This is an optimization exercise on Yosys and OpenROAD, whose aim is small area and a short achievable clock period, not a production implementation. Only simulation tests tie the RTL to the original design; equivalence was not proved. No activity file was given, so power comes from the tool's default toggle rates.

==> flow/design.v (excerpt) <==
module risc_kgp(input clk,
                input reset,
                output [31:0] imem_addr,
                input [31:0] imem_data,
                output [31:0] dmem_addr,
                output [31:0] dmem_wdata,
                output dmem_we,
                input [31:0] dmem_rdata);
==> flow/config.mk <==
export PLATFORM = sky130hd
export DESIGN_NAME = risc_kgp
export DESIGN_NICKNAME = risc_kgp
export VERILOG_FILES = /design/flow/design.v
export SDC_FILE = /design/flow/constraint.sdc
export NUM_CORES = 4
export LEC_CHECK = 0
export CAP_MARGIN = 20
export CORE_MARGIN = 2
export CORE_UTILIZATION = 45
export SLEW_MARGIN = 20
export SYNTH_HIERARCHICAL = 1
==> flow/constraint.sdc <==
create_clock -name core_clock -period 30.0 [get_ports {clk}]
set_input_delay 6.0000 -clock core_clock [delete_from_list [all_inputs] [get_ports {clk}]]
set_output_delay 6.0000 -clock core_clock [all_outputs]
set_load 0.01 [all_outputs]
standard.sh (not shown) runs the stock make flow with config.mk's settings and CLKGATE_MAP_FILE= SYNTH_SCRIPT=/design/flow/synth_recipe.tcl, a recipe that flattens the netlist after the stock synthesis.
==> flow/flow/run.sh <==
#!/bin/bash
# Own layout flow: the standard ORFS flow (standard.sh, standard synthesis
# unchanged) with different optimisation settings:
#  - timing repair aims for a setup margin, so that the resizer works on the
#    input-to-output paths even though the 30 ns clock is met without it;
#  - ports are buffered with buf_2 rather than the default delay cell (the
#    resizer upsizes the ones on critical paths);
#  - a clock tree with fewer, larger leaf clusters and no dummy loads.
# Every ORFS step keeps its own full log under orfs/logs/; make's output is in
# run_make.log.
set -euo pipefail
cd "$(dirname "$0")/.."
MARGIN=${MARGIN:-15}
export CTS_ARGS="-sink_clustering_enable -repair_clock_nets -dont_use_dummy_load -buf_list {sky130_fd_sc_hd__clkbuf_16} -root_buf sky130_fd_sc_hd__clkbuf_16 -sink_clustering_size 24 -sink_clustering_max_diameter 120"
bash standard.sh \
    SETUP_SLACK_MARGIN=$MARGIN \
    "BUFFER_PORTS_ARGS=-buffer_cell sky130_fd_sc_hd__buf_2" \
    finish > run_make.log 2>&1
The starting point completed and failed the layout checks on capacitance limit, slew limit.
Then changed:
==> flow/flow/run.sh (replaced) <==
#!/bin/bash
# Own layout flow: the standard ORFS flow (standard.sh, standard synthesis
# unchanged) with different optimisation settings:
#  - timing repair aims for a setup margin, so that the resizer works on the
#    input-to-output paths even though the 30 ns clock is met without it;
#  - ports are buffered with buf_4 rather than the default delay cell;
#  - a clock tree of clkbuf_8 leaf buffers without dummy loads.
# Every ORFS step keeps its own full log under orfs/logs/; make's output is in
# run_make.log.
set -euo pipefail
cd "$(dirname "$0")/.."
MARGIN=${MARGIN:-15}
export CTS_ARGS="-sink_clustering_enable -repair_clock_nets -dont_use_dummy_load -buf_list {sky130_fd_sc_hd__clkbuf_8 sky130_fd_sc_hd__clkbuf_16} -root_buf sky130_fd_sc_hd__clkbuf_16"
bash standard.sh \
    SETUP_SLACK_MARGIN=$MARGIN \
    "BUFFER_PORTS_ARGS=-buffer_cell sky130_fd_sc_hd__buf_4" \
    finish > run_make.log 2>&1
Now the flow passed the timing, design-rule and antenna checks.
Global-route usage rose by 0.50 points.
Setup slack improved by 0.050 ns.
Total power grows by 8.7%.
Routed wire length came out higher by 0.47%.
Maximum frequency grows by 0.31%.
Combinational power barely changes.
Utilization increases by 1.5 points.
Clock-buffer cell count climbs by 55.

---

Another version of the RTL of risc_kgp (not shown whole).
For scale: roughly 4300 cells after synthesis, ~160 I/O pins.
clock: 30.0 ns
lec_check: 0
cap_margin: 20
core_margin: 2
core_utilization: 40
slew_margin: 20
synth_hierarchical: 1
==> flow/flow/run.sh <==
#!/bin/bash
# Own layout flow: the standard ORFS flow (standard.sh, standard synthesis
# unchanged) with different optimisation settings:
#  - timing repair aims for a setup margin, so that the resizer works on the
#    input-to-output paths even though the 30 ns clock is met without it;
#  - ports are buffered with buf_2 rather than the default delay cell (the
#    resizer upsizes the ones on critical paths);
#  - a clock tree with fewer, larger leaf clusters and no dummy loads.
# Every ORFS step keeps its own full log under orfs/logs/; make's output is in
# run_make.log.
set -euo pipefail
cd "$(dirname "$0")/.."
MARGIN=${MARGIN:-13.9}
export CTS_ARGS="-sink_clustering_enable -repair_clock_nets -dont_use_dummy_load -buf_list {sky130_fd_sc_hd__clkbuf_16} -root_buf sky130_fd_sc_hd__clkbuf_16 -sink_clustering_size 24 -sink_clustering_max_diameter 120"
bash standard.sh \
    SETUP_SLACK_MARGIN=$MARGIN \
    "BUFFER_PORTS_ARGS=-buffer_cell sky130_fd_sc_hd__buf_2" \
    finish > run_make.log 2>&1
Edit:
--- a/flow/flow/run.sh
+++ b/flow/flow/run.sh
@@ -5,3 +5,3 @@
 #    input-to-output paths even though the 30 ns clock is met without it;
-#  - ports are buffered with buf_2 rather than the default delay cell (the
+#  - ports are buffered with buf_1 rather than the default delay cell (the
 #    resizer upsizes the ones on critical paths);
@@ -16,3 +16,3 @@
     SETUP_SLACK_MARGIN=$MARGIN \
-    "BUFFER_PORTS_ARGS=-buffer_cell sky130_fd_sc_hd__buf_2" \
+    "BUFFER_PORTS_ARGS=-buffer_cell sky130_fd_sc_hd__buf_1" \
     finish > run_make.log 2>&1
Settings changed: CAP_MARGIN 20 to 10, CORE_UTILIZATION 40 to 45, SLEW_MARGIN 20 to 10.
Non-clock buffer count increases by 45.
Combinational power stays flat.
Global-route usage increases by 4.1 points.
Setup slack gets worse by 0.10 ns.
Total power is about the same.
Fmax decreases slightly.
Final area increases slightly.
Wire length increases slightly.
Flip-flop and latch count stays the same.
Edit:
--- a/flow/flow/run.sh
+++ b/flow/flow/run.sh
@@ -5,5 +5,7 @@
 #    input-to-output paths even though the 30 ns clock is met without it;
-#  - ports are buffered with buf_1 rather than the default delay cell (the
+#  - ports are buffered with buf_2 rather than the default delay cell (the
 #    resizer upsizes the ones on critical paths);
-#  - a clock tree with fewer, larger leaf clusters and no dummy loads.
+#  - a clock tree with fewer, larger leaf clusters and no dummy loads;
+#  - no gate cloning in timing repair: after global routing nothing repairs
+#    the slew of a net that a far-placed clone lengthens.
 # Every ORFS step keeps its own full log under orfs/logs/; make's output is in
@@ -16,3 +18,4 @@
     SETUP_SLACK_MARGIN=$MARGIN \
-    "BUFFER_PORTS_ARGS=-buffer_cell sky130_fd_sc_hd__buf_1" \
+    SKIP_GATE_CLONING=1 \
+    "BUFFER_PORTS_ARGS=-buffer_cell sky130_fd_sc_hd__buf_2" \
     finish > run_make.log 2>&1
Settings changed: CAP_MARGIN 10 to 20, CORE_UTILIZATION 45 to 40, SLEW_MARGIN 10 to 20.
After rerunning: The new run completed without violations; area after synthesis is unchanged; power goes up by 0.48%; clock skew fell by 0.010 ns; sequential share of layout area drops by 0.21 points; design area went up by 0.41%; sequential power barely changes; global-route usage drops by 4.0 points; clock-buffer cell count falls by 1; first-iteration DRC count came out higher by 5.3%; worst hold slack is better by 0.079 ns.

[what the ideal ports hide]
Ports are ideal in the flow. The routed layouts listed here were re-timed in OpenROAD.
Step 1 sets driving cells, clkbuf_16 on the clock port and buf_2 on the other inputs (assumed; they add their load-dependent delay and slew).
Step 2 times the ports against the registers' clock, not the clock port: input delays grow and output delays shrink by t, the midpoint of the rising clock arrivals with the driver on.
Slacks: ideal ports / drivers / drivers and shift; pairs: ideal ports / drivers.
| run | t (ns) | setup slack, ns | latest minus earliest clock arrival (ns) | slew at the worst register clock pin (ns) |
|---|---|---|---|---|
| the first run of note 1 | 0.750 | 13.837 / 13.723 / 13.723 | 0.058 / 0.058 | 0.11 / 0.11 |
| the second run of note 1 | 0.786 | 13.887 / 13.714 / 13.714 | 0.054 / 0.054 | 0.07 / 0.07 |
| the first run of note 2 | 0.758 | 13.917 / 13.675 / 13.675 | 0.074 / 0.075 | 0.10 / 0.10 |
| the second run of note 2 | 0.740 | 13.812 / 13.674 / 13.674 | 0.090 / 0.090 | 0.10 / 0.10 |
| the third run of note 2 | 0.757 | 13.801 / 13.640 / 13.640 | 0.080 / 0.080 | 0.10 / 0.10 |
For the first run of note 2, which loses most, drivers alone change the setup slack by -0.242 ns; drivers and shift together by -0.242 ns.
